Source: an optimization exercise on an open RTL-to-GDS flow (aim: small area and a short achievable clock period). Production flows keep margins and buffers that such runs may drop. In this exercise RTL edits were held to simulation tests only and were not proved equivalent to the original. The clock port is modelled as an ideal driver, which makes a skipped or thinned clock tree look cheaper than it is; a real chip needs a root buffer or a tree. No activity file was given, so power comes from the tool's default toggle rates.

==> flow/design.v (excerpt) <==
module AGU_top(
    input clk,
    input rst,
    input AGU_enable,
    output logic [$clog2(8192/16)-1:0] MA0_idx,
    output logic [$clog2(8192/16)-1:0] MA1_idx,
    output logic [$clog2(8192/16)-1:0] MA2_idx,
    output logic [$clog2(8192/16)-1:0] MA3_idx,
    output logic [$clog2(8192/16)-1:0] MA4_idx,
    output logic [$clog2(8192/16)-1:0] MA5_idx,
    output logic [$clog2(8192/16)-1:0] MA6_idx,
    output logic [$clog2(8192/16)-1:0] MA7_idx,
    output logic [$clog2(8192/16)-1:0] MA8_idx,
    output logic [$clog2(8192/16)-1:0] MA9_idx,
    output logic [$clog2(8192/16)-1:0] MA10_idx,
    output logic [$clog2(8192/16)-1:0] MA11_idx,
    output logic [$clog2(8192/16)-1:0] MA12_idx,
    output logic [$clog2(8192/16)-1:0] MA13_idx,
    output logic [$clog2(8192/16)-1:0] MA14_idx,
    output logic [$clog2(8192/16)-1:0] MA15_idx,
    output logic [$clog2(16) + 1-1:0] BN0_idx,
    output logic [$clog2(16) + 1-1:0] BN1_idx,
    output logic [$clog2(16) + 1-1:0] BN2_idx,
    output logic [$clog2(16) + 1-1:0] BN3_idx,
    output logic [$clog2(16) + 1-1:0] BN4_idx,
    output logic [$clog2(16) + 1-1:0] BN5_idx,
    output logic [$clog2(16) + 1-1:0] BN6_idx,
    output logic [$clog2(16) + 1-1:0] BN7_idx,
    output logic [$clog2(16) + 1-1:0] BN8_idx,
    output logic [$clog2(16) + 1-1:0] BN9_idx,
    output logic [$clog2(16) + 1-1:0] BN10_idx,
    output logic [$clog2(16) + 1-1:0] BN11_idx,
    output logic [$clog2(16) + 1-1:0] BN12_idx,
    output logic [$clog2(16) + 1-1:0] BN13_idx,
    output logic [$clog2(16) + 1-1:0] BN14_idx,
    output logic [$clog2(16) + 1-1:0] BN15_idx,
    output logic AGU_done_out,
    output logic BN_MA_out_en,
    output logic [2:0] l_AGU_out
);
    logic [4:0] en_d;       
    logic [1:0] L;          
    logic [8:0] C;          
    logic [3:0] S, dS, dS_nxt, dS_odd;
    logic e, fresh, first, wrap;
    logic [1:0] L_nxt;
    logic [8:0] C_nxt;
    assign e     = en_d[4];
    assign fresh = dS[3] & ~C[0];
    assign first = (L == 2'd3);
  ...
Size in the first run: ~430 cells after synthesis, ~0.0043 sq mm of cells after synthesis.
==> flow/config.mk <==
export PLATFORM = sky130hd
export DESIGN_NAME = AGU_top
export DESIGN_NICKNAME = AGU_top
export VERILOG_FILES = /design/flow/design.v
export SDC_FILE = /design/flow/constraint.sdc
export NUM_CORES = 4
export LEC_CHECK = 0
export CAP_MARGIN = 20
export CORE_MARGIN = 2
export CORE_UTILIZATION = 40
export PLACE_DENSITY = 0.85
export SLEW_MARGIN = 20
==> flow/constraint.sdc <==
create_clock -name core_clock -period 8.0 [get_ports {clk}]
set_input_delay 1.6000 -clock core_clock [delete_from_list [all_inputs] [get_ports {clk}]]
set_output_delay 1.6000 -clock core_clock [all_outputs]
set_load 0.01 [all_outputs]
standard.sh (not shown) runs the stock make flow with config.mk's settings and CLKGATE_MAP_FILE= SYNTH_SCRIPT=/design/flow/synth_recipe.tcl, a recipe that flattens the netlist after the stock synthesis.
==> flow/flow/run.sh <==
#!/bin/bash
# Standard ORFS layout, with: the smallest buffer (buf_1) on every input and
# output port; one shared tie cell for the constant outputs; and the clock
# distributed by four quadrant buffers (flow/pre_cts.tcl) instead of an H-tree;
# ports fed by one shared register are kept together (flow/pin_groups.tcl).
set -euo pipefail
export BUFFER_PORTS_ARGS="-buffer_cell sky130_fd_sc_hd__buf_1"
export SKIP_REPAIR_TIE_FANOUT=1
export PRE_IO_PLACEMENT_TCL="$(pwd)/flow/pin_groups.tcl"
export PRE_CTS_TCL="$(pwd)/flow/pre_cts.tcl"
export ROOT_CLKBUF=${ROOT_CLKBUF:-sky130_fd_sc_hd__clkbuf_16}
export SETUP_SLACK_MARGIN=5.6
bash standard.sh > standard_flow.log 2>&1
==> flow/flow/pre_cts.tcl <==
# Clock distribution: the design has under 100 flip-flops on a small die, so
# the clock port drives four buffers (one per quadrant of the flip-flops,
# each at its group's centroid) and each buffer drives its group's clock
# pins directly, instead of TritonCTS's two-level H-tree. The clock port
# feeds only these four buffers. clock_tree_synthesis is then a no-op here.
set cell $::env(ROOT_CLKBUF)
set block [ord::get_db_block]
set clknet [$block findNet clk]
set master [[ord::get_db] findMaster $cell]
set sinks {}
set sx 0
set sy 0
foreach it [$clknet getITerms] {
  set loc [[$it getInst] getLocation]
  lappend sinks [list $it [lindex $loc 0] [lindex $loc 1]]
  set sx [expr {$sx + [lindex $loc 0]}]
  set sy [expr {$sy + [lindex $loc 1]}]
}
set n [llength $sinks]
set cx [expr {$sx / $n}]
set cy [expr {$sy / $n}]
puts "pre_cts: $n clock sinks, centroid $cx $cy"
for {set q 0} {$q < 4} {incr q} { set grp($q) {} }
foreach s $sinks {
  lassign $s it x y
  set q [expr {($x >= $cx ? 1 : 0) + ($y >= $cy ? 2 : 0)}]
  lappend grp($q) $s
}
for {set q 0} {$q < 4} {incr q} {
  set m [llength $grp($q)]
  if {$m == 0} continue
  set gx 0
  set gy 0
  foreach s $grp($q) {
    lassign $s it x y
    set gx [expr {$gx + $x}]
    set gy [expr {$gy + $y}]
  }
  set buf [odb::dbInst_create $block $master clkbuf_q$q]
  set net [odb::dbNet_create $block clknet_q$q]
  $net setSigType CLOCK
  foreach s $grp($q) {
    set it [lindex $s 0]
    $it disconnect
    $it connect $net
  }
  [$buf findITerm A] connect $clknet
  [$buf findITerm X] connect $net
  $buf setLocation [expr {$gx / $m}] [expr {$gy / $m}]
  $buf setPlacementStatus PLACED
  puts "pre_cts: quadrant $q: $m sinks"
}
rename clock_tree_synthesis orig_clock_tree_synthesis
proc clock_tree_synthesis {args} { puts "clock_tree_synthesis skipped (quadrant buffers inserted)" }

# Flip-flops whose output drives several output-port buffers get a stronger
# drive (same function, dfrtp_1 -> FF_UPSIZE), so the clock-to-output paths
# are not slowed by the shared load.
if {[info exists ::env(FF_UPSIZE)] && $::env(FF_UPSIZE) ne ""} {
  set big [[ord::get_db] findMaster $::env(FF_UPSIZE)]
  set nup 0
  foreach inst [$block getInsts] {
    if {[[$inst getMaster] getName] ne "sky130_fd_sc_hd__dfrtp_1"} continue
    set q [$inst findITerm Q]
    set net [$q getNet]
    if {$net eq "NULL"} continue
    if {[llength [$net getITerms]] - 1 >= $::env(FF_UPSIZE_MIN_FANOUT)} {
      $inst swapMaster $big
      incr nup
    }
  }
  puts "pre_cts: $nup flip-flops upsized to $::env(FF_UPSIZE)"
}
Other scripts of this flow, unchanged in this note and not shown: flow/flow/pin_groups.tcl
Change:
--- a/flow/flow/run.sh
+++ b/flow/flow/run.sh
@@ -12 +12 @@
-export SETUP_SLACK_MARGIN=5.6
+export SETUP_SLACK_MARGIN=5.5
After rerunning: The changed run went through all stages and came out clean; sequential share of layout area shrinks by 0.33 points; total power shrinks slightly; register-to-register slack hardly moves; via count stays flat; setup slack degrades by 40 ps; synthesized area does not change; global-route usage is unchanged; maximum frequency shrinks slightly; die area does not change.
Change:
--- a/flow/flow/run.sh
+++ b/flow/flow/run.sh
@@ -12 +12 @@
-export SETUP_SLACK_MARGIN=5.5
+export SETUP_SLACK_MARGIN=5.7
Routed wire length is higher by 5.7%.
Final area grows by 11%.
Combinational power is higher by 18%.
Die area stays the same.
Worst setup slack gets better by 26 ps.
Final cell count does not change.
Total power rises by 7.1%.
Via count went up by 1.5%.
Synthesized cell count is unchanged.
Change:
--- a/flow/flow/run.sh
+++ b/flow/flow/run.sh
@@ -12 +12,2 @@
-export SETUP_SLACK_MARGIN=5.7
+export SETUP_SLACK_MARGIN=5.6
+export FF_UPSIZE=sky130_fd_sc_hd__dfrtp_2 FF_UPSIZE_MIN_FANOUT=8
The new run passed the timing, design-rule and antenna checks.
Register-to-register slack got worse by 30 ps.
Clock power hardly moves.
Sequential power falls slightly.
Worst setup slack improved by 16 ps.
Synthesized cell count is unchanged.
First-iteration DRC count rises by a few percent.
Design area falls by roughly a tenth.
Die area is unchanged.
Area after synthesis does not change.
Power falls by a few percent.
Via count falls by a few percent.
Change:
--- a/flow/flow/run.sh
+++ b/flow/flow/run.sh
@@ -12 +12 @@
-export SETUP_SLACK_MARGIN=5.6
+export SETUP_SLACK_MARGIN=5.5
Utilization does not change.
Via count stays the same.
Global-route usage is unchanged.
Change:
--- a/flow/flow/run.sh
+++ b/flow/flow/run.sh
@@ -12,2 +12 @@
-export SETUP_SLACK_MARGIN=5.5
-export FF_UPSIZE=sky130_fd_sc_hd__dfrtp_2 FF_UPSIZE_MIN_FANOUT=8
+export SETUP_SLACK_MARGIN=5.6
--- a/flow/config.mk
+++ b/flow/config.mk
@@ -11 +11 @@
-export PLACE_DENSITY = 0.85
+export PLACE_DENSITY = 0.7
Result: Power is higher slightly; die area does not change; global-route usage is higher by 0.36 points; hold slack loses 21 ps; sequential share of layout area is lower by 0.36 points; via count is higher slightly; final cell count barely changes; core utilization stays flat; first-iteration DRC count is lower by a quarter to a third; synthesized cell count stays the same; design area hardly moves.
In every run of this note, the design's own scripts or RTL, not TritonCTS, make the clock network.

what the ideal ports hide:
Ports are ideal in the flow. The routed layouts listed here were re-timed in OpenROAD.
Step 1 assumes that a clkbuf_16 drives the clock port and a buf_2 every other input.
Step 2, shift: input delay + t, output delay - t, t = (earliest + latest rising clock arrival at the registers) / 2. This alone moves slack from input paths to output paths.
a / b / c = ideal ports / drivers / drivers and shift; a / b = the first two.
run	shift t [ns]	setup slack, ns	worst setup path after step 2	worst slew at a driven data input, ns
the first run	0.222	5.666 / 5.588 / 5.693	input, reset recovery	0.03
the second run	0.222	5.627 / 5.549 / 5.735	input, reset recovery	0.03
the third run	0.222	5.653 / 5.575 / 5.797	register to output	0.03
the fourth run	0.221	5.669 / 5.592 / 5.698	input, reset recovery	0.03
the fifth run	0.221	5.669 / 5.592 / 5.698	input, reset recovery	0.03
the sixth run	0.217	5.639 / 5.563 / 5.682	input, reset recovery	0.03
After both steps every run listed still meets setup and hold. Setup slack includes reset recovery checks.
